Source: an optimization exercise on an open RTL-to-GDS flow (aim: small area). Production flows keep margins and buffers that such runs may drop.
Where RTL was checked, it was by simulation tests only, not by an equivalence proof against the original.
No driver is modelled on the clock port, so clocking that relies on it looks cheaper here than on a real chip.
Power is estimated from default activity; no workload was simulated.

## main
## tetris
module tetris(input logic CLOCK_50, input logic[3:0] KEY, input logic RESET_N, input logic START_N,
              output logic[6:0] HEX5,
              output logic [7:0] VGA_X, output logic [6:0] VGA_Y,
              output logic [2:0] VGA_COLOUR, output logic VGA_PLOT);
Size in the first run: roughly 750 flip-flops, about 33 I/O pins.
export LEC_CHECK = 0
export CAP_MARGIN = 20
export CORE_MARGIN = 2
export CORE_UTILIZATION = 70
export GPL_TIMING_DRIVEN = 0
export SLEW_MARGIN = 20
create_clock -name core_clock -period 20.0 [get_ports {CLOCK_50}]
standard.sh (not shown) runs the stock make flow with config.mk's settings and CLKGATE_MAP_FILE= SYNTH_SCRIPT=/design/flow/synth_recipe.tcl, a recipe that flattens the netlist after the stock synthesis.
==> flow/flow/run.sh <==
#!/bin/bash
# Layout flow: the standard ORFS flow (standard.sh), with these changes:
#  - synthesis maps the logic with the ABC script in flow/abc_speed.script (area-oriented mapping)
#    instead of ORFS's default, and leaves adders to ABC (no ADDER_MAP_FILE); registers, their names
#    and their cells are unchanged;
#  - the larger buffers (buf_6/8/12/16, bufbuf_8/16) are added to the platform's don't-use list, so
#    repair_design fixes slew with smaller ones;
set -euo pipefail
here=$(pwd)
rm -rf "$here/scripts_custom"
cp -r "$FLOW_HOME/scripts" "$here/scripts_custom"
cp "$here/flow/abc_speed.script" "$here/scripts_custom/abc_speed.script"
export SCRIPTS_DIR="$here/scripts_custom"
platform_du=$(make -s -C "$FLOW_HOME" DESIGN_CONFIG="$FLOW_CONFIG" WORK_HOME="$here/orfs" print-DONT_USE_CELLS 2> "$here/print_dont_use.log" | sed -n 's/^DONT_USE_CELLS: //p')
du="$platform_du sky130_fd_sc_hd__buf_6 sky130_fd_sc_hd__buf_8 sky130_fd_sc_hd__buf_12 sky130_fd_sc_hd__buf_16 sky130_fd_sc_hd__bufbuf_8 sky130_fd_sc_hd__bufbuf_16"
echo "$du" > "$here/dont_use_cells.log"
res="$here/orfs/results/$FLOW_PLATFORM/tetris/base"
cts_base="-sink_clustering_enable -repair_clock_nets -dont_use_dummy_load -buf_list sky130_fd_sc_hd__clkbuf_8"
: > "$here/clk_check.log"
for clusters in "15 50" "12 40" "10 30"; do
  set -- $clusters
  export CTS_ARGS="$cts_base -sink_clustering_size $1 -sink_clustering_max_diameter $2"
  rm -f "$res"/4_* "$here/orfs/logs/$FLOW_PLATFORM/tetris/base"/4_*
  bash standard.sh "DONT_USE_CELLS=$du" "ADDER_MAP_FILE=" cts >> "$here/standard.log" 2>&1
  CLK_CHECK_ODB="$res/4_cts.odb" CLK_CHECK_SDC="$res/4_cts.sdc" CLK_CHECK_OUT="$here/clk_slew.txt" \
    openroad -no_init -threads "$NUM_CORES" -exit "$here/flow/clk_check.tcl" >> "$here/clk_check.log" 2>&1
  slew=$(cat "$here/clk_slew.txt")
  echo "clusters $1 $2: estimated clock-pin slew $slew ns" >> "$here/clk_check.log"
  if awk -v s="$slew" 'BEGIN { exit !(s <= 0.112) }'; then break; fi
done
bash standard.sh "DONT_USE_CELLS=$du" "ADDER_MAP_FILE=" finish >> "$here/standard.log" 2>&1
Other scripts of this flow, unchanged in this note and not shown: flow/flow/abc_speed.script, flow/flow/clk_check.tcl
## Diff of input files: the feature branch against main
--- a/flow/design.v
+++ b/flow/design.v
@@ -268,23 +268,25 @@
         for (int c = 0; c < 10; c++)
             if (col == 6'(c)) rot_blocked = wrow[c];
     end
     logic vmove, wload, wshift;
     assign vmove = (((st == S_MA) || (st == S_MNA)) && vflag && !crash) || ((st == S_FD) && !crash);
     assign wload = (st == S_INIT) || ((st == S_FETCH) && (ri == 2'd0) && (xf < 3'd3));
     assign wshift = wload || vmove;
     logic board_use, game_use, game_top;
     logic [4:0] vb_row;
-    assign board_use = ((st == S_CHECK) && (bx == 5'd10)) || (st == S_COPY) || ((st == S_WRITE) && !bx[2]);
+    assign board_use = ((st == S_CHECK) && (bx == 5'd10)) || (st == S_COPY) || ((st == S_WRITE) && !bx[2]) ||
+                       (st == S_FILL) || board_clr;
     assign game_top = (st == S_RFETCH) || ((st == S_MA) && hflag && !vflag);
     assign game_use = wload || game_top || (((st == S_MA) || (st == S_MNA)) && vflag) || (st == S_FD);
     always_comb begin
-        if (board_use) ra = (st == S_WRITE) ? wrow : rr;
+        if (board_clr || (st == S_FILL)) ra = 5'd31;
+        else if (board_use) ra = (st == S_WRITE) ? wrow : rr;
         else if (!game_use) ra = vb_row;
         else if (st == S_INIT) ra = 5'd1;
         else if (st == S_FETCH) ra = {2'b00, xf} + 5'd2;
         else if (game_top) ra = ry;
         else ra = ry + 5'd5;
     end
     always_ff @(posedge CLOCK_50) begin
         if (wshift) begin
             for (int i = 0; i < 3; i++) W[i] <= W[i + 1];
@@ -420,56 +422,52 @@
                 default: ;
             endcase
         end
     end
     logic [4:0] wrow;
     logic wen;
     logic [9:0] onehot;
     logic [19:0] rowen;
     logic [2:0] mdata [0:9];
-    logic zb;
     always_comb begin
         logic ben;
         onehot = 10'd0;
         for (int c = 0; c < 10; c++) if (bx == 5'(c)) onehot[c] = 1'b1;
         wrow = (st == S_WRITE) ? (ry + {3'b000, bx[1:0]}) : wr;
         wen = ((st == S_WRITE) && !bx[2]) || (st == S_COPY) || ((st == S_FILL) && (wr != 5'd31));
         ben = ((st == S_WRITE) && !bx[2]) || (((st == S_COPY) || ((st == S_FILL) && (wr != 5'd31))) && (bx == 5'd10));
         for (int r = 0; r < 20; r++) rowen[r] = board_clr || (ben && wrow == 5'(r));
         for (int c = 0; c < 10; c++)
-            mdata[c] = ((st == S_WRITE) && !bx[2] && P[bx[1:0]][c]) ? colour_of(cid) : rowc[c];
-        zb = board_clr || (st == S_FILL);
+            mdata[c] = rowc[c] | ({3{(st == S_WRITE) && !bx[2] && P[bx[1:0]][c]}} & colour_of(cid));
     end
     always_ff @(posedge CLOCK_50) begin
         for (int r = 0; r < 20; r++)
             if (rowen[r])
-                for (int c = 0; c < 10; c++) brd[r][c] <= zb ? 3'd0 : mdata[c];
+                for (int c = 0; c < 10; c++) brd[r][c] <= mdata[c];
     end
     logic [2:0] VB [0:9];
     logic [2:0] ymod;
     logic lastrow;
     logic [4:0] vyr, vyn;
     assign ymod = 3'(y - 7'(vy) * 7'd6);
     assign lastrow = (tstate == T_SCAN) && (ymod == 3'd5);
     assign vyr = (tstate == T_SCAN || tstate == T_OVER) ? vy : 5'd0;
     assign vyn = (vy == 5'd19) ? 5'd0 : vy + 5'd1;
     assign vb_row = lastrow ? vyn : vyr;
     logic wr_vyn, wr_vyr;
     assign wr_vyn = wen && (wrow == vyn);
     assign wr_vyr = wen && (wrow == vyr);
     always_ff @(posedge CLOCK_50) begin
         for (int c = 0; c < 10; c++) begin
             logic passed, wt;
             passed = lastrow && (4'(c) < vx);
             wt = ((st == S_WRITE) || onehot[c]) && (passed ? wr_vyn : wr_vyr);
-            if (wt) VB[c] <= (st == S_FILL) ? 3'd0 : mdata[c];
-            else if (!board_use && !game_use && !(st == S_FILL && vb_row == wr) && (!lastrow || passed))
-                VB[c] <= mdata[c];
+            if (wt || (!board_use && !game_use && (!lastrow || passed))) VB[c] <= mdata[c];
         end
     end
     logic [2:0] vcol;
     always_comb begin
         vcol = 3'd0;
         for (int c = 0; c < 10; c++) if (vx == 4'(c)) vcol = VB[c];
     end
     logic hit;
     piece_hit ph(.vx(vx), .vy(vy), .id(id), .rot(rot), .MF(MF), .fetching(fetching), .count(count),
Findings:
Going from main to the feature branch, met3 wirelength from detailed routing grew by a little under 10%. Overall power consumption is lower on the feature branch. Die size: the feature branch is under main. Global-route met2 utilization, the feature branch and main: smaller value in the feature branch. Final critical-path share of the clock period | the feature branch above main. The feature branch vs main: signed area change from the synthesized netlist to the final layout up. Summary of the feature branch over main: required time of the critical path saw an increase; setup slack of the critical path after layout went down by 2.78 ns; met1 layer wirelength in the final routing fell by 6.1%; utilization increased by 0.71 points relative to the old numbers; post-synthesis sequential area ratio +1.1 points. Taking the feature branch over main, the count of different cell masters after synthesis ratio works out to 0.892. The clock share of power reported for the feature branch is greater than that of main by 13 points.
For main, only the layout was checked, not whether the RTL still works.

[afterwards: timing with drivers on the ports]
No port has a modelled driver above. Below, the same layouts with a new extraction and two added sets of constraints. Step 1: set_driving_cell puts a clkbuf_16 on CLOCK_50 and a buf_2 on each other input, an assumption about the parent block. Step 2 also shifts input and output timing later by t, the mid clock arrival at the registers, as if the neighbouring blocks saw the same clock. Three values: ideal ports, drivers, drivers and shift; two values: the first two.
| run | t, ns | slack for setup (ns) | pins driven straight from the clock port |
|---|---|---|---|
| main | 0.729 | 9.910 / 9.853 / 10.390 | 1 |
| the feature branch | 0.725 | 7.126 / 7.126 / 7.126 | 1 |
After both steps every run listed still meets setup and hold.
